From an optimization exercise on the open Yosys and OpenROAD flow, aimed at a short achievable clock period and few clock cycles; shortcuts taken in it are not production practice.
Function was checked by simulation only, so behaviour that the tests miss may differ from the original.
No activity file was given, so power comes from the tool's default toggle rates.

File: design/flow/config.mk
export PLATFORM = sky130hd
export DESIGN_NAME = top
export DESIGN_NICKNAME = top
export VERILOG_FILES = /design/flow/design.v
export SDC_FILE = /design/flow/constraint.sdc
export NUM_CORES = 4
export LEC_CHECK = 0
export ABC_CLOCK_PERIOD_IN_PS = 3000
export CAP_MARGIN = 20
export CORE_MARGIN = 2
export CORE_UTILIZATION = 30
export SLEW_MARGIN = 20
File: design/flow/constraint.sdc
create_clock -name core_clock -period 11.0 [get_ports {clk}]
set_input_delay 2.2000 -clock core_clock [delete_from_list [all_inputs] [get_ports {clk}]]
set_output_delay 2.2000 -clock core_clock [all_outputs]
set_load 0.01 [all_outputs]
File: design/flow/design.v
module add32(
    input  logic [31:0] a,
    input  logic [31:0] b,
    input  logic        cin,
    output logic [31:0] sum,
    output logic        cout
);
    logic [32:0] g0, p0, g1, p1, g2, p2, g3, p3, g4, p4, g5, p5, g6;
    assign g0 = {a & b, cin};
    assign p0 = {a ^ b, 1'b0};
    always_comb begin
        for (int i = 0; i < 33; i++) begin
            g1[i] = (i >= 1)  ? (g0[i] | (p0[i] & g0[i-1]))  : g0[i];
            p1[i] = (i >= 1)  ? (p0[i] & p0[i-1])            : p0[i];
        end
        for (int i = 0; i < 33; i++) begin
            g2[i] = (i >= 2)  ? (g1[i] | (p1[i] & g1[i-2]))  : g1[i];
            p2[i] = (i >= 2)  ? (p1[i] & p1[i-2])            : p1[i];
        end
        for (int i = 0; i < 33; i++) begin
            g3[i] = (i >= 4)  ? (g2[i] | (p2[i] & g2[i-4]))  : g2[i];
            p3[i] = (i >= 4)  ? (p2[i] & p2[i-4])            : p2[i];
        end
        for (int i = 0; i < 33; i++) begin
            g4[i] = (i >= 8)  ? (g3[i] | (p3[i] & g3[i-8]))  : g3[i];
            p4[i] = (i >= 8)  ? (p3[i] & p3[i-8])            : p3[i];
        end
        for (int i = 0; i < 33; i++) begin
            g5[i] = (i >= 16) ? (g4[i] | (p4[i] & g4[i-16])) : g4[i];
            p5[i] = (i >= 16) ? (p4[i] & p4[i-16])           : p4[i];
        end
        for (int i = 0; i < 33; i++) begin
            g6[i] = (i >= 32) ? (g5[i] | (p5[i] & g5[i-32])) : g5[i];
        end
    end
    assign sum  = p0[32:1] ^ g6[31:0];
    assign cout = g6[32];
endmodule
module top(
    input  logic        clk,
    input  logic        rst,
    output logic [13:0] im_addr,
    input  logic [31:0] im_rdata,
    output logic        dm_cs,
    output logic        dm_oe,
    output logic [3:0]  dm_web,
    output logic [13:0] dm_addr,
    output logic [31:0] dm_wdata,
    input  logic [31:0] dm_rdata
);
    localparam int NB = 16;           
    localparam int IB = 4;            
    localparam int TB = 6;            
    logic [31:1] pc;
    logic        D_valid, D_pred, D_sredir;
    logic [31:1] D_ptgt;
    logic [31:0] D_off;
    logic [31:0] D_instr;
    logic [31:1] D_pc, D_pc4;
    logic        E_valid, E_pred, E_we;
    logic [31:1] E_ptgt;
    logic [4:0]  E_rd;
    logic [31:0] E_rs1v, E_rs2v, E_bv, E_pass;
    logic        E_fA, E_fB, E_fS;    
    logic        E_sub, E_sra;
    logic        E_r_add, E_r_sll, E_r_slt, E_r_sltu, E_r_xor, E_r_sr, E_r_or, E_r_and, E_r_pass;
    logic        E_br, E_jal, E_jalr, E_load, E_store;
    logic        E_b_eq, E_b_ne, E_b_lt, E_b_ge, E_b_ltu, E_b_geu;
    logic [2:0]  E_f3;
    logic [31:1] E_pc, E_pc4, E_tgt;
    logic        M_we, M_load;
    logic [4:0]  M_rd;
    logic [31:0] M_res;
    logic [1:0]  M_lane;
    logic [2:0]  M_f3;
    logic        W_we;
    logic [4:0]  W_rd;
    logic [31:0] W_res;
    logic        U_v, U_taken, U_jal, U_hit;
    logic [31:1] U_pc, U_tgt;
    logic [31:1] pc4;
    assign pc4 = {pc[31:2] + 30'd1, pc[1]};
    assign im_addr = pc[15:2];
    logic [NB-1:0]     btb_v;
    logic [1:0]        btb_ctr [NB];
    logic [TB:0]       btb_tag [NB];
    logic [15:1]       btb_tgt [NB];
    logic [TB:0]   f_tag;
    assign f_tag = {pc[IB+TB+1:IB+2], pc[1]};
    logic [NB-1:0] f_hit;
    logic          f_pred;
    logic [15:1]   f_tgt;
    always_comb begin
        f_pred = 1'b0;
        f_tgt  = '0;
        for (int i = 0; i < NB; i++) begin
            f_hit[i] = btb_v[i] && (pc[IB+1:2] == IB'(i)) && (btb_tag[i] == f_tag);
            f_pred = f_pred | (f_hit[i] & btb_ctr[i][1]);
            f_tgt  = f_tgt  | ({15{f_hit[i]}} & btb_tgt[i]);
        end
    end
    logic [4:0]  f_op;
    assign f_op = im_rdata[6:2];
    logic [31:0] f_off;
    always_comb begin
        if (f_op == 5'b11000)
            f_off = {{19{im_rdata[31]}}, im_rdata[31], im_rdata[7], im_rdata[30:25], im_rdata[11:8], 1'b0};
        else if (f_op == 5'b11011)
            f_off = {{11{im_rdata[31]}}, im_rdata[31], im_rdata[19:12], im_rdata[20], im_rdata[30:21], 1'b0};
        else
            f_off = {im_rdata[31:12], 12'b0};
    end
    logic f_static;
    assign f_static = !f_pred && (f_op == 5'b11011 || (f_op == 5'b11000 && im_rdata[31]));
    logic [7:0]  ld_b;
    logic [15:0] ld_h;
    logic [31:0] ld_v;
    always_comb begin
        case (M_lane)
            2'b00: ld_b = dm_rdata[7:0];
            2'b01: ld_b = dm_rdata[15:8];
            2'b10: ld_b = dm_rdata[23:16];
            default: ld_b = dm_rdata[31:24];
        endcase
        ld_h = M_lane[1] ? dm_rdata[31:16] : dm_rdata[15:0];
        case (M_f3)
            3'b000: ld_v = {{24{ld_b[7]}}, ld_b};
            3'b001: ld_v = {{16{ld_h[15]}}, ld_h};
            3'b100: ld_v = {24'd0, ld_b};
            3'b101: ld_v = {16'd0, ld_h};
            default: ld_v = dm_rdata;
        endcase
    end
    logic [4:0] d_op;
    assign d_op = D_instr[6:2];
    logic d_load, d_opimm, d_auipc, d_store, d_opr, d_lui, d_br, d_jalr, d_jal;
    assign d_load  = d_op == 5'b00000;
    assign d_opimm = d_op == 5'b00100;
    assign d_auipc = d_op == 5'b00101;
    assign d_store = d_op == 5'b01000;
    assign d_opr   = d_op == 5'b01100;
    assign d_lui   = d_op == 5'b01101;
    assign d_br    = d_op == 5'b11000;
    assign d_jalr  = d_op == 5'b11001;
    assign d_jal   = d_op == 5'b11011;
    logic [4:0] d_rd, d_rs1, d_rs2;
    logic [2:0] d_f3;
    assign d_rd  = D_instr[11:7];
    assign d_rs1 = D_instr[19:15];
    assign d_rs2 = D_instr[24:20];
    assign d_f3  = D_instr[14:12];
    logic [31:0] imm_i, imm_s, imm_b, imm_u, imm_j;
    assign imm_i = {{20{D_instr[31]}}, D_instr[31:20]};
    assign imm_s = {{20{D_instr[31]}}, D_instr[31:25], D_instr[11:7]};
    assign imm_b = {{19{D_instr[31]}}, D_instr[31], D_instr[7], D_instr[30:25], D_instr[11:8], 1'b0};
    assign imm_u = {D_instr[31:12], 12'b0};
    assign imm_j = {{11{D_instr[31]}}, D_instr[31], D_instr[19:12], D_instr[20], D_instr[30:21], 1'b0};
    logic [31:0] d_imm;
    assign d_imm = d_store ? imm_s : d_lui ? imm_u : imm_i;
    logic [31:0] d_tgt_full;
    logic        d_tgt_co;
    add32 u_dtgt(.a({D_pc, 1'b0}), .b(D_off), .cin(1'b0), .sum(d_tgt_full), .cout(d_tgt_co));
    logic [31:1] d_tgt;
    assign d_tgt = d_tgt_full[31:1];
    logic d_we, d_use1, d_use2, d_bimm;
    assign d_we   = (d_rd != 5'd0) && !(d_br || d_store);
    assign d_use1 = !(d_lui || d_auipc || d_jal);
    assign d_use2 = d_opr || d_store || d_br;
    assign d_bimm = !(d_opr || d_br);
    logic [31:0] rf [1:31];
    logic [31:0] d_rs1v, d_rs2v;
    assign d_rs1v = (d_rs1 == 5'd0) ? 32'd0 : rf[d_rs1];
    assign d_rs2v = (d_rs2 == 5'd0) ? 32'd0 : rf[d_rs2];
    logic stall;
    assign stall = D_valid && E_valid && E_load && E_we &&
                   ((d_use1 && d_rs1 == E_rd) || (d_use2 && d_rs2 == E_rd));
    logic e_fw;
    assign e_fw = E_valid && E_we;
    logic [31:0] m_val;
    assign m_val = M_load ? ld_v : M_res;
    logic d_fA, d_fS;
    assign d_fA = e_fw && E_rd == d_rs1;
    assign d_fS = e_fw && E_rd == d_rs2;
    logic [31:0] d_av, d_sv;
    always_comb begin
        if (M_we && M_rd == d_rs1)      d_av = m_val;
        else if (W_we && W_rd == d_rs1) d_av = W_res;
        else                            d_av = d_rs1v;
        if (M_we && M_rd == d_rs2)      d_sv = m_val;
        else if (W_we && W_rd == d_rs2) d_sv = W_res;
        else                            d_sv = d_rs2v;
    end
    logic        d_jfast;
    logic [31:0] d_jtgt;
    logic        d_jtgt_co;
    assign d_jfast = d_jalr && e_fw && E_rd == d_rs1 && E_r_pass;
    add32 u_djalr(.a(E_pass), .b(imm_i), .cin(1'b0), .sum(d_jtgt), .cout(d_jtgt_co));
    logic d_redir;
    assign d_redir = D_valid && !stall && (D_sredir || d_jfast);
    logic [31:1] d_rtgt;
    assign d_rtgt = d_jalr ? d_jtgt[31:1] : d_tgt;
    logic d_arith;
    assign d_arith = d_opr || d_opimm;
    logic r_add, r_sll, r_slt, r_sltu, r_xor, r_sr, r_or, r_and, r_pass;
    assign r_add  = (d_arith && d_f3 == 3'b000) || d_load || d_store;
    assign r_sll  = d_arith && d_f3 == 3'b001;
    assign r_slt  = d_arith && d_f3 == 3'b010;
    assign r_sltu = d_arith && d_f3 == 3'b011;
    assign r_xor  = d_arith && d_f3 == 3'b100;
    assign r_sr   = d_arith && d_f3 == 3'b101;
    assign r_or   = d_arith && d_f3 == 3'b110;
    assign r_and  = d_arith && d_f3 == 3'b111;
    assign r_pass = d_lui || d_auipc || d_jal || d_jalr;
    logic [31:0] d_pass;
    assign d_pass = d_lui ? imm_u : d_auipc ? d_tgt_full : {D_pc4, 1'b0};
    logic [31:0] A, B, S;
    assign A = E_fA ? M_res : E_rs1v;
    assign B = E_fB ? M_res : E_bv;
    assign S = E_fS ? M_res : E_rs2v;
    logic [31:0] sum, dif;
    logic        sum_co, dif_co;
    add32 u_add(.a(A), .b(B ^ {32{E_sub}}), .cin(E_sub), .sum(sum), .cout(sum_co));
    add32 u_cmp(.a(A), .b(~B), .cin(1'b1), .sum(dif), .cout(dif_co));
    logic eq, ltu, lt;
    assign eq  = A == B;
    assign ltu = !dif_co;
    assign lt  = (A[31] != B[31]) ? A[31] : ltu;
    logic [31:0] sll_r, sr_r;
    assign sll_r = A << B[4:0];
    assign sr_r  = 32'($signed({E_sra & A[31], A}) >>> B[4:0]);
    logic [31:0] res, res_o;
    assign res_o = ({32{E_r_sll}}  & sll_r) |
                 ({32{E_r_slt}}  & {31'd0, lt})  |
                 ({32{E_r_sltu}} & {31'd0, ltu}) |
                 ({32{E_r_xor}}  & (A ^ B)) |
                 ({32{E_r_sr}}   & sr_r)  |
                 ({32{E_r_or}}   & (A | B)) |
                 ({32{E_r_and}}  & (A & B)) |
                 ({32{E_r_pass}} & E_pass);
    assign res = ({32{E_r_add}} & sum) | res_o;
    logic cond;
    assign cond = (E_b_eq && eq) || (E_b_ne && !eq) || (E_b_lt && lt) ||
                  (E_b_ge && !lt) || (E_b_ltu && ltu) || (E_b_geu && !ltu);
    logic taken;
    assign taken = E_jal || (E_br && cond);
    logic e_tgtok;
    assign e_tgtok = E_ptgt == E_tgt;
    logic e_brv, e_jr, e_jbad, e_nbad;
    assign e_brv  = E_valid && E_br;
    assign e_jr   = E_valid && E_jalr && !E_pred;
    assign e_jbad = E_valid && E_jal && !(E_pred && e_tgtok);
    assign e_nbad = E_valid && E_pred && !(E_br || E_jal || E_jalr);
    logic redir_T, redir_N;
    assign redir_T = e_brv ? !(E_pred && e_tgtok) : (e_jr || e_jbad || e_nbad);
    assign redir_N = e_brv ? E_pred               : (e_jr || e_jbad || e_nbad);
    logic ex_redir;
    assign ex_redir = cond ? redir_T : redir_N;
    logic [31:1] tgt_T, tgt_N, tgt_X;
    assign tgt_X = e_jr ? sum[31:1] : e_jbad ? E_tgt : E_pc4;
    assign tgt_T = e_brv ? E_tgt  : tgt_X;
    assign tgt_N = e_brv ? E_pc4  : tgt_X;
    logic [31:0] st_data;
    logic [3:0]  st_web;
    always_comb begin
        case (E_f3[1:0])
            2'b00: begin
                st_data = {4{S[7:0]}};
                st_web  = ~(4'b0001 << sum[1:0]);
            end
            2'b01: begin
                st_data = {2{S[15:0]}};
                st_web  = sum[1] ? 4'b0011 : 4'b1100;
            end
            default: begin
                st_data = S;
                st_web  = 4'b0000;
            end
        endcase
    end
    logic [31:1] npc, npc_n, npc_T, npc_N;
    always_comb begin
        if (stall)         npc_n = pc;
        else if (d_redir)  npc_n = d_rtgt;
        else if (f_pred)   npc_n = {pc[31:16], f_tgt};
        else               npc_n = pc4;
    end
    assign npc_T = redir_T ? tgt_T : npc_n;
    assign npc_N = redir_N ? tgt_N : npc_n;
    assign npc = cond ? npc_T : npc_N;
    always_ff @(posedge clk or posedge rst) begin
        if (rst) begin
            pc      <= '0;
            D_valid <= 1'b0;
            E_valid <= 1'b0;
            M_we    <= 1'b0;
            W_we    <= 1'b0;
            U_v     <= 1'b0;
            dm_cs   <= 1'b0;
            dm_oe   <= 1'b0;
            btb_v   <= '0;
        end else begin
            pc      <= npc;
            D_valid <= ex_redir ? 1'b0 : stall ? D_valid : !d_redir;
            E_valid <= D_valid && !stall && !ex_redir;
            M_we    <= E_valid && E_we;
            W_we    <= M_we;
            U_v     <= E_valid && (E_br || E_jal);
            dm_cs   <= E_valid && (E_load || E_store);
            dm_oe   <= E_valid && E_load;
            if (U_v && !U_hit && U_taken)
                btb_v[U_pc[IB+1:2]] <= 1'b1;
        end
    end
    always_ff @(posedge clk or posedge rst) begin
        if (rst) begin
            for (int i = 1; i < 32; i++) rf[i] <= 32'd0;
        end else if (W_we) begin
            rf[W_rd] <= W_res;
        end
    end
    always_ff @(posedge clk) begin
        if (!stall) begin
            D_instr <= im_rdata;
            D_pc    <= pc;
            D_pc4   <= pc4;
            D_pred  <= f_pred;
            D_ptgt  <= {pc[31:16], f_tgt};
            D_off   <= f_off;
            D_sredir <= f_static;
        end
        E_pred  <= d_jalr ? d_jfast : (D_pred || D_sredir);
        E_ptgt  <= D_pred ? D_ptgt : d_tgt;
        E_we    <= d_we;
        E_rd    <= d_rd;
        E_rs1v  <= d_av;
        E_rs2v  <= d_sv;
        E_bv    <= d_bimm ? d_imm : d_sv;
        E_pass  <= d_pass;
        E_fA    <= d_fA;
        E_fS    <= d_fS;
        E_fB    <= d_fS && !d_bimm;
        E_sub   <= d_opr && D_instr[30] && d_f3 == 3'b000;
        E_sra   <= D_instr[30];
        E_r_add <= r_add;  E_r_sll <= r_sll;   E_r_slt <= r_slt;
        E_r_sltu <= r_sltu; E_r_xor <= r_xor;  E_r_sr  <= r_sr;
        E_r_or  <= r_or;   E_r_and <= r_and;   E_r_pass <= r_pass;
        E_br    <= d_br;
        E_jal   <= d_jal;
        E_jalr  <= d_jalr;
        E_load  <= d_load;
        E_store <= d_store;
        E_b_eq  <= d_f3 == 3'b000;
        E_b_ne  <= d_f3 == 3'b001;
        E_b_lt  <= d_f3 == 3'b100;
        E_b_ge  <= d_f3 == 3'b101;
        E_b_ltu <= d_f3 == 3'b110;
        E_b_geu <= d_f3 == 3'b111;
        E_f3    <= d_f3;
        E_pc    <= D_pc;
        E_pc4   <= D_pc4;
        E_tgt   <= d_tgt;
        M_rd    <= E_rd;
        M_res   <= res;
        M_load  <= E_load;
        M_lane  <= sum[1:0];
        M_f3    <= E_f3;
        dm_addr <= sum[15:2];
        dm_wdata <= st_data;
        dm_web  <= (E_valid && E_store) ? st_web : 4'b1111;
        U_pc    <= E_pc;
        U_tgt   <= E_tgt;
        U_taken <= taken;
        U_jal   <= E_jal;
        U_hit   <= btb_v[E_pc[IB+1:2]] && btb_tag[E_pc[IB+1:2]] == {E_pc[IB+TB+1:IB+2], E_pc[1]};
        W_rd    <= M_rd;
        W_res   <= M_load ? ld_v : M_res;
        if (U_v) begin
            if (U_hit) begin
                if (U_taken && btb_ctr[U_pc[IB+1:2]] != 2'b11)
                    btb_ctr[U_pc[IB+1:2]] <= btb_ctr[U_pc[IB+1:2]] + 2'd1;
                else if (!U_taken && btb_ctr[U_pc[IB+1:2]] != 2'b00)
                    btb_ctr[U_pc[IB+1:2]] <= btb_ctr[U_pc[IB+1:2]] - 2'd1;
            end else if (U_taken) begin
                btb_tag[U_pc[IB+1:2]] <= {U_pc[IB+TB+1:IB+2], U_pc[1]};
                btb_tgt[U_pc[IB+1:2]] <= U_tgt[15:1];
                btb_ctr[U_pc[IB+1:2]] <= U_jal ? 2'b11 : 2'b10;
            end
        end
    end
endmodule
File: design/flow/flow/run.sh
#!/bin/bash
# The standard layout (standard.sh: the same make targets and scripts),
# with two knobs changed through the environment:
#  * SETUP_SLACK_MARGIN: repair_timing keeps a 7 ns setup margin, so it
#    keeps working on the critical paths past the 11 ns constraint;
#  * ADDER_MAP_FILE empty: yosys does not turn XORs into sky130 half/full
#    adder cells, which ABC cannot optimise through; ABC maps them instead.
# Register names and types are those of the standard synthesis.
set -euo pipefail
export SETUP_SLACK_MARGIN=7.0
export ADDER_MAP_FILE=
bash standard.sh > standard.log 2>&1
File: design/flow/standard.sh
#!/bin/bash
# synth_recipe.tcl (not shown) runs the flow's synth.tcl, then flattens the netlist and writes it again
# the make line also repeats each setting of config.mk as NAME=value (left out here)
make -C /OpenROAD-flow-scripts/flow DESIGN_CONFIG=/design/flow/config.mk WORK_HOME=/design/flow/orfs CLKGATE_MAP_FILE= SYNTH_SCRIPT=/design/flow/synth_recipe.tcl "${@:-finish}"
==> flow_summary.toml, run 1 <==
[cts]
clk_pin_slew_ns = 0.07
clock-sinks = 1992
cts-htree-levels = 4
clk_latency_ns = 0.96
cts_buffer_depth = 4
cts_tree = "done"
numCtsBuffers = 215
clockRootBuffer = "clkbuf_16"
hold_buffers = 0

[routing]
drc = 0
first_pass_iters = 14
wl_per_cell_um = 34.5
drt_iter0_drc = 15500
dr_total_vias = 88200
viasPerCell = 6.45
ant_nets = 0
routed_wl_um = 471000

[synthesis]
synthFlopType = "dfrtp_1"
synthTopCellsByArea = "dfrtp_1 26%, edfxtp_1 16%, mux2_2 12%"
async_reset_ff_frac = 0.525
netlist_instances = 8939
synthTopCellsByCount = "1,075 x mux2_2, 1,046 x dfrtp_1, 570 x clkbuf_1, 544 x nor2_1, 522 x edfxtp_1"
synth_top_cell_by_area = "dfrtp_1"
netlist.area_leader.share = 0.264
syn_area_um2 = 99300
synth_most_common_cell = "mux2_2"
yosys_warnings = 3
ys_seq_area_frac = 0.507
synth_edf_count = 522
ys_seq_elements = 1992
syn_nets = 9005
synth_cell_type_count = 103
synth_area_per_cell_um2 = 11.1

[timing]
skew_ns = 0.128
period_needed_ns = 4.20
fmax_ghz = 0.238
worst_pin_slew_ns = 1.23
maxSlewHeadroom = 0.181
rsz0062_at_grt = "yes"
slew_violations = 0
fin_ws_ns = 6.80
fin_crit_sh = 0.381
setup_viol = 0
finalHoldViolCount = 0

[layout]
nets = 9160
multi_input_area_um2 = 48900
drive_gt1_frac = 0.279
regArea_um2 = 50400
area_growth_pct = 20.3
fillers = 32000
finalInstanceArea_um2 = 119000

[worst_setup_path]
worstPathArrival_ns = 4.94
crit_fanout = 12
endpoint_kind = "flip-flop"
start_kind = "flip-flop"
critPathRequiredTime_ns = 11.74
worstSetupPathType = "flip-flop to flip-flop"

[floorplanning]
die_w_um = 579
core-area_um2 = 330000
ios = 132
dieArea_um2 = 336000
num_rows = 211
start_util = 0.301
dieHeight_um = 579

[place]
place.detailed.hpwl_um = 280000
place.gp.congestion = 0.968
placed_area_um2 = 106000
dp_slack_ns = 4.35
numPortBuffers = 129

[power_and_ir_drop]
p_per_area_nw_per_um2 = 204
p_leak_uw = 0.0475
ir_drop_mv = 0.167

[run_status]
outcome = "complete, no violations"

[grt]
antenna_found_initial = 47
track_usage = 0.269
grt_overflow = 0
grt_pass1_wl_um = 646000
grt_pass1_vias = 83200
grt_max_degree = 175

[job]
drv_cap = 0

[worst_hold_path]
min-delay-path-class = "flip-flop to flip-flop"
kinds of logic (layout without fill, tap and decap cells):
kind of cell               Yosys count  after routing  synth area share
and+or+nand+nor                   1836           1840            0.0870
muxes                             1282           1285             0.149
AOI/OAI and AO/OA                 2494           2494             0.180
DFF                               1992           1992             0.507
other                                0             31                 0
adders and majority gates           53             53           0.00537
xor gates and xnor gates           416            416            0.0369
buffers and inverters              866           1181            0.0347
worst max-delay path, cell delays in order, from the launching register on:
cell and delay, ns:
dfxtp_4 0.37, buf_12 0.16, buf_16 0.22, inv_16 0.08, nor2_4 0.31, buf_4 0.20
nor4_4 0.04, buf_4 0.17, nor4_4 0.28, nand2_4 0.16, or4_4 0.62, a31oi_4 0.18
mux2_4 0.19, buf_6 0.13, buf_12 0.11, buf_4 0.15, a22oi_1 0.10, o221ai_2 0.24
o22ai_1 0.14, nor3_1 0.22
state kept, by name (all words and copies together) (netlist names), 32 cells and up:
name,cells
E_bv,32
E_rs1v,32
E_rs2v,32
M_res,32
W_res,32
btb_ctr,32
btb_tag,112
btb_tgt,240
dm_wdata,32
rf,992
cell usage in the layout, fill, tap and decap left out, types with 78 or more instances in the layout:
cell	synthesis	final
a211oi_1	136	110
a21oi_1	441	411
a221oi_1	285	280
a22o_1	292	291
a22oi_1	486	476
buf_4	25	425
clkbuf_16	0	227
clkdlybuf4s50_1	0	91
dfrtp_1	1046	1036
dfxtp_1	424	398
edfxtp_1	522	522
inv_1	107	104
mux2_2	1075	1060
mux2i_1	150	116
nand2_1	479	457
nand3_1	196	188
nand4_1	167	167
nor2_1	544	436
nor2_4	0	78
nor3_1	150	102
o21ai_0	348	316
xnor2_1	283	251
xor2_1	131	124
power breakdown:
group / leakage, uW / switching (uW) / internal, uW / total [uW]
clock: 0.00352 / 3220 / 4310 / 7530
sequential: 0.0227 / 1740 / 9060 / 10800
combinational: 0.0212 / 3530 / 2520 / 6060
repair_timing:
action | CTS | global route
hold endpoints to repair | 0 | 0
cloned | 28 | 7
setup endpoints to repair | 363 | 356
pin swaps | 64 | 83
buffers inserted | 154 | 99
resized for setup | 426 | 254
per-stage QoR:
step,cells,setup TNS (ns),total power (uW),hold slack [ns],util
2_1_floorplan,8939,-5880.26,13500,0.310,-
5_1_grt,13600,0,25000,0.292,0.362
3_3_place_gp,13000,0,15800,0.316,0.322
6_report,13700,0,24400,0.277,0.362
3_5_place_dp,13000,0,15900,0.326,0.322
4_1_cts,13500,0,23900,0.287,0.355
layout make-up:
cell class,count,share of cell area
Clock inverter,92,0.00883
Tap cell,4366,0.0457
Clock buffer,292,0.0511
Inverter,112,0.00380
Sequential cell,1992,0.422
Antenna cell,31,0.000650
Timing Repair inverter,1,0.0000733
Multi-Input combinational cell,6088,0.409
Timing Repair Buffer,684,0.0584
worst paths after layout:
| kind | from | cells past startpoint | to | slack, ns |
|---|---|---|---|---|
| max | E_fB | 19 | pc[30] | 6.80 |
| min | E_f3[2] | 0 | M_f3[2] | 0.28 |
| max reg2reg | E_fB | 19 | pc[30] | 6.80 |
| min reg2reg | E_f3[2] | 0 | M_f3[2] | 0.28 |
| max in group asynchronous | rst | 4 | pc[2] | 7.13 |
| min in group asynchronous | rst | 2 | rf[16][9] | 1.73 |
routing by layer:
metal | part of all wire | up-vias | track usage | routed length (um)
met5 | 0.00065 | - | 0.00227 | 306
met4 | 0.089 | 44 | 0.185 | 41700
met3 | 0.14 | 2250 | 0.105 | 67800
met2 | 0.40 | 7628 | 0.376 | 188000
met1 | 0.37 | 43800 | 0.338 | 172000
li1 | - | 34500 | - | -
Testbench counts, summed over its fixed seeds: cycles 111,533.
==> run 2, diff against run 1 <==
==> design/flow/flow/run.sh (replaced) <==
#!/bin/bash
# The standard layout (standard.sh: the same make targets and scripts),
# with two knobs changed through the environment:
#  * SETUP_SLACK_MARGIN: repair_timing keeps a 7.5 ns setup margin, so it
#    keeps working on the critical paths past the 11 ns constraint;
#  * ADDER_MAP_FILE empty: yosys does not turn XORs into sky130 half/full
#    adder cells, which ABC cannot optimise through; ABC maps them instead.
# Register names and types are those of the standard synthesis.
set -euo pipefail
export SETUP_SLACK_MARGIN=7.5
export ADDER_MAP_FILE=
bash standard.sh > standard.log 2>&1
--- a/design/flow/config.mk
+++ b/design/flow/config.mk
@@ -8,5 +8,6 @@
 export ABC_CLOCK_PERIOD_IN_PS = 3000
 export CAP_MARGIN = 20
 export CORE_MARGIN = 2
-export CORE_UTILIZATION = 30
+export CORE_UTILIZATION = 45
+export CTS_CLUSTER_SIZE = 30
 export SLEW_MARGIN = 20
==> run 2 against run 1 <==
Against the previous run:
- routed wire length fell by 0.67%
- fmax rose by 2.1%
- via count rose by 0.66%
- cell count fell by 10%
- hold slack improved by 0.079 ns
- core utilization rose by 19 points
- combinational power rose by 7.1%
- sequential share of layout area fell by 0.40 points
- largest power group unchanged
- highest routed layer unchanged
==> flow_summary.toml, run 2 <==
[power_and_ir_drop]
p_leak_uw = 0.0488
p_per_area_nw_per_um2 = 207
ir_drop_mv = 0.168

[worst_setup_path]
worstSetupPathType = "flip-flop to flip-flop"
endpoint_kind = "flip-flop"
rr_startpoint = "E_tgt[15]"
worstPathArrival_ns = 4.86
critPathRequiredTime_ns = 11.75
slowest_delay_ns = 0.59
crit_family = "simple AND/OR/NAND/NOR gates"
start_kind = "flip-flop"
critPathBufInv = 3
crit_start = "E_tgt[15]"
crit_chain = "xor2_1, nor4_1, nand2_1, or4_1, o21a_1, o21ai_4, a31oi_1, mux2_4, buf_12, or2_4, buf_12, buf_12, a32oi_1, o211ai_1"
cp_common_cell = "buf_12"
crit_slowest_cell = "or4_1"
crit_fanout = 8

[timing]
maxSlewHeadroom = 0.186
fin_crit_sh = 0.374
fmax_ghz = 0.243
rsz0062_at_grt = "yes"
period_needed_ns = 4.11
finalSetupTns_ns = 0
worst_pin_slew_ns = 1.22
setup_viol = 0
slew_violations = 0
skew_ns = 0.0816
finalHoldViolCount = 0

[synthesis]
synthTopCellsByCount = "1,075 x mux2_2, 1,046 x dfrtp_1, 570 x clkbuf_1, 544 x nor2_1, 522 x edfxtp_1"
synth_cell_type_count = 103
synthTopCellsByArea = "dfrtp_1 26%, edfxtp_1 16%, mux2_2 12%"
synth_edf_count = 522
syn_area_um2 = 99300
ys_seq_area_frac = 0.507
yosys_warnings = 3
synth_most_common_cell = "mux2_2"
synth_area_per_cell_um2 = 11.1
synth_top_cell_by_area = "dfrtp_1"
ys_seq_elements = 1992
netlist.area_leader.share = 0.264
syn_nets = 9005
async_reset_ff_frac = 0.525
netlist_instances = 8939
synthFlopType = "dfrtp_1"

[floorplanning]
start_util = 0.452
dieArea_um2 = 224000
dieHeight_um = 474
core-area_um2 = 220000
die_w_um = 474
ios = 132
num_rows = 172

[cts]
cts_buffer_depth = 3
clk_latency_ns = 0.92
numCtsBuffers = 212
clock-sinks = 1992
cts-htree-levels = 4
hold_buffers = 0
clockRootBuffer = "clkbuf_16"
clk_pin_slew_ns = 0.06
cts_tree = "done"

[layout]
layout_common_cells = "1,069 x mux2_2, 1,035 x dfrtp_1, 522 x edfxtp_1"
largest_register_ffs = 992
area_growth_pct = 21.5
layout_commonest_cell = "mux2_2"
finalInstanceArea_um2 = 121000
final-instance-count-excl-fill = 12300
nets = 9287
drive_gt1_frac = 0.313
top_register = "rf"

[place]
placed_area_um2 = 104000
dp_cells = 11400
place.gp.congestion = 0.979
numPortBuffers = 129
place.detailed.hpwl_um = 271000

[routing]
drt_iter0_drc = 16400
met2_length_um = 189000
drc = 0
ant_nets = 0
wl_met3_um = 68000
dr_total_vias = 88700
wl_per_cell_um = 38.0
first_pass_iters = 10
routed.top_layer = "met5"
routed_wl_um = 467000
viasPerCell = 7.22
drt-met1-wl_um = 170000

[job]
drv_cap = 0

[grt]
grt_overflow = 0
grt_pass1_wl_um = 640000
grt_pass1_vias = 83300
antenna_found_initial = 33
track_usage = 0.400
grt_max_degree = 153

[run_status]
outcome = "complete, no violations"

[worst_hold_path]
hold_start = "D_pc4[2]"
min-delay-path-class = "flip-flop to flip-flop"
-- run 2: changes by cell type in the layout (fill, tap and decap cells not counted), moves of 31 or more --
cell	before	now
dfxtp_1	398	364
buf_4	425	458
clkdlybuf4s50_1	91	59
buf_12	40	77
buf_6	40	126
dfxtp_2	23	54
-- run 2: cells by family after synthesis --
group / synth area share
multiplexers: 0.149
XOR/XNOR: 0.0369
buffers and inverters: 0.0347
AND/OR/NAND/NOR: 0.0870
flip-flops: 0.507
AO/OA/AOI/OAI: 0.180
adder cells (fa/ha/maj): 0.00537
-- run 2: path summary, 6_finish.rpt --
path,endpoint,slack (ns),cells past startpoint
worst min-delay path,E_pc4[2],0.36,0
min in group asynchronous,rf[31][10],1.78,2
worst min register to register,E_pc4[2],0.36,0
worst max-delay path,pc[31],6.89,14
max in group asynchronous,rf[9][29],7.71,4
worst max register to register,pc[31],6.89,14
-- run 2: worst reg2reg max path, delay by kind of cell (launching register included) --
family                 cells  cell delay, ns
XOR/XNOR                   1            0.26
multiplexers               1            0.33
flip-flops                 1            0.56
buffers and inverters      3            0.46
AND/OR/NAND/NOR            4            1.49
AO/OA/AOI/OAI              5            0.88
-- run 2: stage by stage --
stage | hold WS, ns | setup WS [ns] | util | power, uW
detailed placement | 0.355 | 4.37 | 0.475 | 15900
global placement | 0.352 | 4.41 | 0.475 | 15800
CTS | 0.351 | 7.09 | 0.537 | 24400
floorplan | 0.310 | -5.62 | - | 13500
global route | 0.369 | 6.89 | 0.550 | 25700
finish | 0.356 | 6.89 | 0.550 | 25000
-- run 2: metal layers --
layer | vias up | GRT usage
met5 | - | 0.00541
met4 | 30 | 0.268
met3 | 2218 | 0.146
met2 | 7648 | 0.562
met1 | 44100 | 0.513
li1 | 34700 | -
-- run 2: what timing repair did --
item	CTS	global route
pin swaps	164	159
setup endpoints to repair	911	647
cloned	33	13
resized for setup	994	335
setup buffers	261	125
-- run 2: final cells by class --
class | instances | area [um2]
antenna | 19 | 47.5
clock buffer | 292 | 6070
clock inverter | 99 | 1440
fill | 18500 | 98800
inverter | 112 | 469
multi-input combinational | 6088 | 49800
sequential | 1992 | 50400
tap | 2871 | 3590
timing repair buffer | 812 | 8750
timing repair inverter | 3 | 22.5
-- run 2: report_power, final --
part	internal [uW]	switching (uW)
clock network	4510	3270
logic	2810	3680
registers	9070	1700
==> run 3, diff against run 2 <==
--- a/design/flow/design.v
+++ b/design/flow/design.v
@@ -58,7 +58,7 @@
     logic [31:0] D_instr;
     logic [31:1] D_pc, D_pc4;
     logic        E_valid, E_pred, E_we;
-    logic [31:1] E_ptgt;
+    logic        E_tgtok;
     logic [4:0]  E_rd;
     logic [31:0] E_rs1v, E_rs2v, E_bv, E_pass;
     logic        E_fA, E_fB, E_fS;    
@@ -244,7 +244,7 @@
     logic taken;
     assign taken = E_jal || (E_br && cond);
     logic e_tgtok;
-    assign e_tgtok = E_ptgt == E_tgt;
+    assign e_tgtok = E_tgtok;
     logic e_brv, e_jr, e_jbad, e_nbad;
     assign e_brv  = E_valid && E_br;
     assign e_jr   = E_valid && E_jalr && !E_pred;
@@ -329,7 +329,7 @@
             D_sredir <= f_static;
         end
         E_pred  <= d_jalr ? d_jfast : (D_pred || D_sredir);
-        E_ptgt  <= D_pred ? D_ptgt : d_tgt;
+        E_tgtok <= !D_pred || D_ptgt == d_tgt;
         E_we    <= d_we;
         E_rd    <= d_rd;
         E_rs1v  <= d_av;
==> run 3 against run 2 <==
Against the previous run:
- still clean on timing, DRC and antenna
- hold slack worse by 0.019 ns
- cell count is 0.53% lower
- first-iteration DRC count grew 3.1%
- die area fell by 0.93%
- sequential share of layout area down 0.25 points
- clock skew decreased by 0.013 ns
- flip-flop and latch count decreased by 30
- core utilization up 0.26 points
- largest power group unchanged
==> flow_summary.toml, run 3 <==
[routing]
wl_per_cell_um = 38.9
drt_iter0_drc = 16900
first_pass_iters = 9
dr_total_vias = 89000
routed_wl_um = 476000
drc = 0
ant_nets = 0
viasPerCell = 7.28

[timing]
fmax_ghz = 0.242
period_needed_ns = 4.13
skew_ns = 0.0681
maxSlewHeadroom = 0.145
rsz0062_at_grt = "yes"
finalHoldViolCount = 0
setup_viol = 0
slew_violations = 0
finalSetupTns_ns = 0
fin_crit_sh = 0.375
hold_slack_ns = 0.337
worst_pin_slew_ns = 1.28

[worst_setup_path]
worstSetupPathType = "flip-flop to flip-flop"
endpoint_kind = "flip-flop"
critPathRequiredTime_ns = 11.76
start_kind = "flip-flop"
worstPathArrival_ns = 4.89
reg2reg_depth = 18
crit_fanout = 7

[synthesis]
synth_most_common_cell = "mux2_2"
syn_area_um2 = 98400
synth_area_per_cell_um2 = 11.1
async_reset_ff_frac = 0.533
synthTopCellsByCount = "1,051 x mux2_2, 1,046 x dfrtp_1, 558 x clkbuf_1, 532 x nor2_1, 522 x edfxtp_1"
synth_edf_count = 522
synth_cell_type_count = 107
syn_nets = 8894
ys_seq_area_frac = 0.506
netlist_instances = 8828
netlist.area_leader.share = 0.266
synthFlopType = "dfrtp_1"
synth_top_cell_by_area = "dfrtp_1"
ys_seq_elements = 1962
yosys_warnings = 3
synthTopCellsByArea = "dfrtp_1 27%, edfxtp_1 16%, mux2_2 12%"

[place]
numPortBuffers = 129
place.gp.congestion = 0.980
place.detailed.hpwl_um = 274000
placed_area_um2 = 103000

[layout]
nets = 9218
largest_register_ffs = 992
fillers = 18300
top_register = "rf"
area_growth_pct = 21.9
layout_commonest_cell = "mux2_2"
finalInstanceArea_um2 = 120000
drive_gt1_frac = 0.320
layout_common_cells = "1,041 x mux2_2, 1,033 x dfrtp_1, 522 x edfxtp_1"

[cts]
clk_latency_ns = 0.93
clockRootBuffer = "clkbuf_16"
cts_buffer_depth = 3
clock-sinks = 1962
clk_pin_slew_ns = 0.06
numCtsBuffers = 210
cts-htree-levels = 4
cts_tree = "done"

[floorplanning]
die_w_um = 472
core-area_um2 = 217000
num_rows = 171
ios = 132
start_util = 0.453
dieHeight_um = 472
dieArea_um2 = 222000

[grt]
grt_overflow = 0
antenna_found_initial = 41
grt_pass1_wl_um = 646000
track_usage = 0.408
grt_pass1_vias = 82800
grt_max_degree = 153

[power_and_ir_drop]
finalPower_uw = 23900
ir_drop_mv = 0.174
p_per_area_nw_per_um2 = 199
p_leak_uw = 0.0488

[worst_hold_path]
hold_depth = 0
min-delay-path-class = "flip-flop to flip-flop"

[run_status]
outcome = "complete, no violations"

[job]
drv_cap = 0
==> run 3: timing repair <==
action,4_1_cts,5_1_grt
hold buffers,0,0
resized for setup,870,521
buffers inserted,228,172
hold endpoints to repair,0,0
gates cloned,38,15
pin swaps,106,228
endpoints found under the setup margin,1138,591
==> run 3: report_power, final <==
| group | internal, uW | leakage (uW) | switching (uW) |
|---|---|---|---|
| clock | 4240 | 0.00351 | 3170 |
| combinational | 2580 | 0.0227 | 3470 |
| sequential | 8830 | 0.0225 | 1590 |
| total | 15600 | 0.0488 | 8230 |
==> run 3: per-layer routing <==
metal  share of wire  vias up  global-route usage
met1            0.36    44200               0.518
met3            0.15     2315               0.164
met4           0.084       48               0.268
li1                -    34400                   -
met2            0.40     8006               0.570
met5          0.0014        -             0.00822
==> run 3: critical path, cell delays in order (launching register included) <==
cell and delay [ns]:
dfxtp_4 0.45, buf_16 0.19, buf_16 0.15, mux2i_1 0.21, buf_4 0.17, a211oi_2 0.05, a21oi_2 0.26, o31ai_4 0.13
a221oi_4 0.48, o22ai_2 0.18, a211oi_4 0.26, mux2i_4 0.30, buf_12 0.15, nor2b_4 0.05, buf_12 0.13, nor2_8 0.13
nor2_4 0.08, nor4b_4 0.16, or4_1 0.48
==> run 3: metrics by stage <==
stage | instances | setup slack [ns] | util
2_1_floorplan | 8828 | -5.62 | -
3_5_place_dp | 11300 | 4.29 | 0.476
5_1_grt | 12200 | 6.85 | 0.552
6_report | 12200 | 6.87 | 0.552
3_3_place_gp | 11300 | 4.38 | 0.476
4_1_cts | 12000 | 6.98 | 0.534
==> run 3: worst paths after layout <==
kind	start	end	slack, ns
min reg2reg	E_f3[2]	M_f3[2]	0.34
max in group asynchronous	rst	rf[23][21]	7.74
max	E_fA	pc[28]	6.87
min	E_f3[2]	M_f3[2]	0.34
max reg2reg	E_fA	pc[28]	6.87
min in group asynchronous	rst	rf[29][2]	1.72
==> run 3: final cells by class <==
cell class	instances	area, um2	share of cell area
clock buffers	311	6170	0.0514
flip-flops and latches	1962	49800	0.416
repair inverters	2	15.0	0.000125
diodes	34	85.1	0.000709
repair buffers	850	9320	0.0777
clock inverters	84	970	0.00808
inverters	103	424	0.00354
multi-input cells	6023	49500	0.413
well taps	2854	3570	0.0298
==> run 3: kinds of logic (layout without fill, tap and decap cells) <==
family | count (synthesis) | count (layout) | share of synthesized area
and+or+nand+nor | 1802 | 1805 | 0.0868
buffers and inverters | 848 | 1350 | 0.0348
other | 0 | 34 | 0
adders and majority gates | 54 | 54 | 0.00557
muxes | 1258 | 1260 | 0.149
xor gates and xnor gates | 403 | 403 | 0.0360
DFF | 1962 | 1962 | 0.506
AOI/OAI and AO/OA | 2501 | 2501 | 0.182
Testbench counts of run 3, summed over its fixed seeds: cycles 111,533.

## separate check: timing with driven ports
The flow's constraints put no driver on any port. The routed layouts listed below were extracted and timed again, unchanged, in two steps. Step 1, drivers: a clkbuf_16 drives clk and a buf_2 each remaining input, both assumed. Step 2 times the ports against the registers' clock, not the clock port: input delays grow and output delays shrink by t, the midpoint of the rising clock arrivals with the driver on. a / b / c = ideal / step 1 / step 2; a / b = the first two.
run	t, ns	setup slack, ns	worst hold slack (ns)	worst setup path after step 2	latest minus earliest clock arrival (ns)
run 1	0.999	6.804 / 6.804 / 6.064	0.277 / 0.277 / 0.277	input to register	0.131 / 0.131
run 2	0.962	6.890 / 6.890 / 6.582	0.356 / 0.356 / 0.356	input to register	0.093 / 0.093
run 3	0.985	6.870 / 6.870 / 6.524	0.337 / 0.337 / 0.337	input to register	0.071 / 0.071
After both steps every run listed still meets setup and hold. For run 1, which loses most, drivers alone change the setup slack by 0.000 ns; drivers and shift together by -0.740 ns.
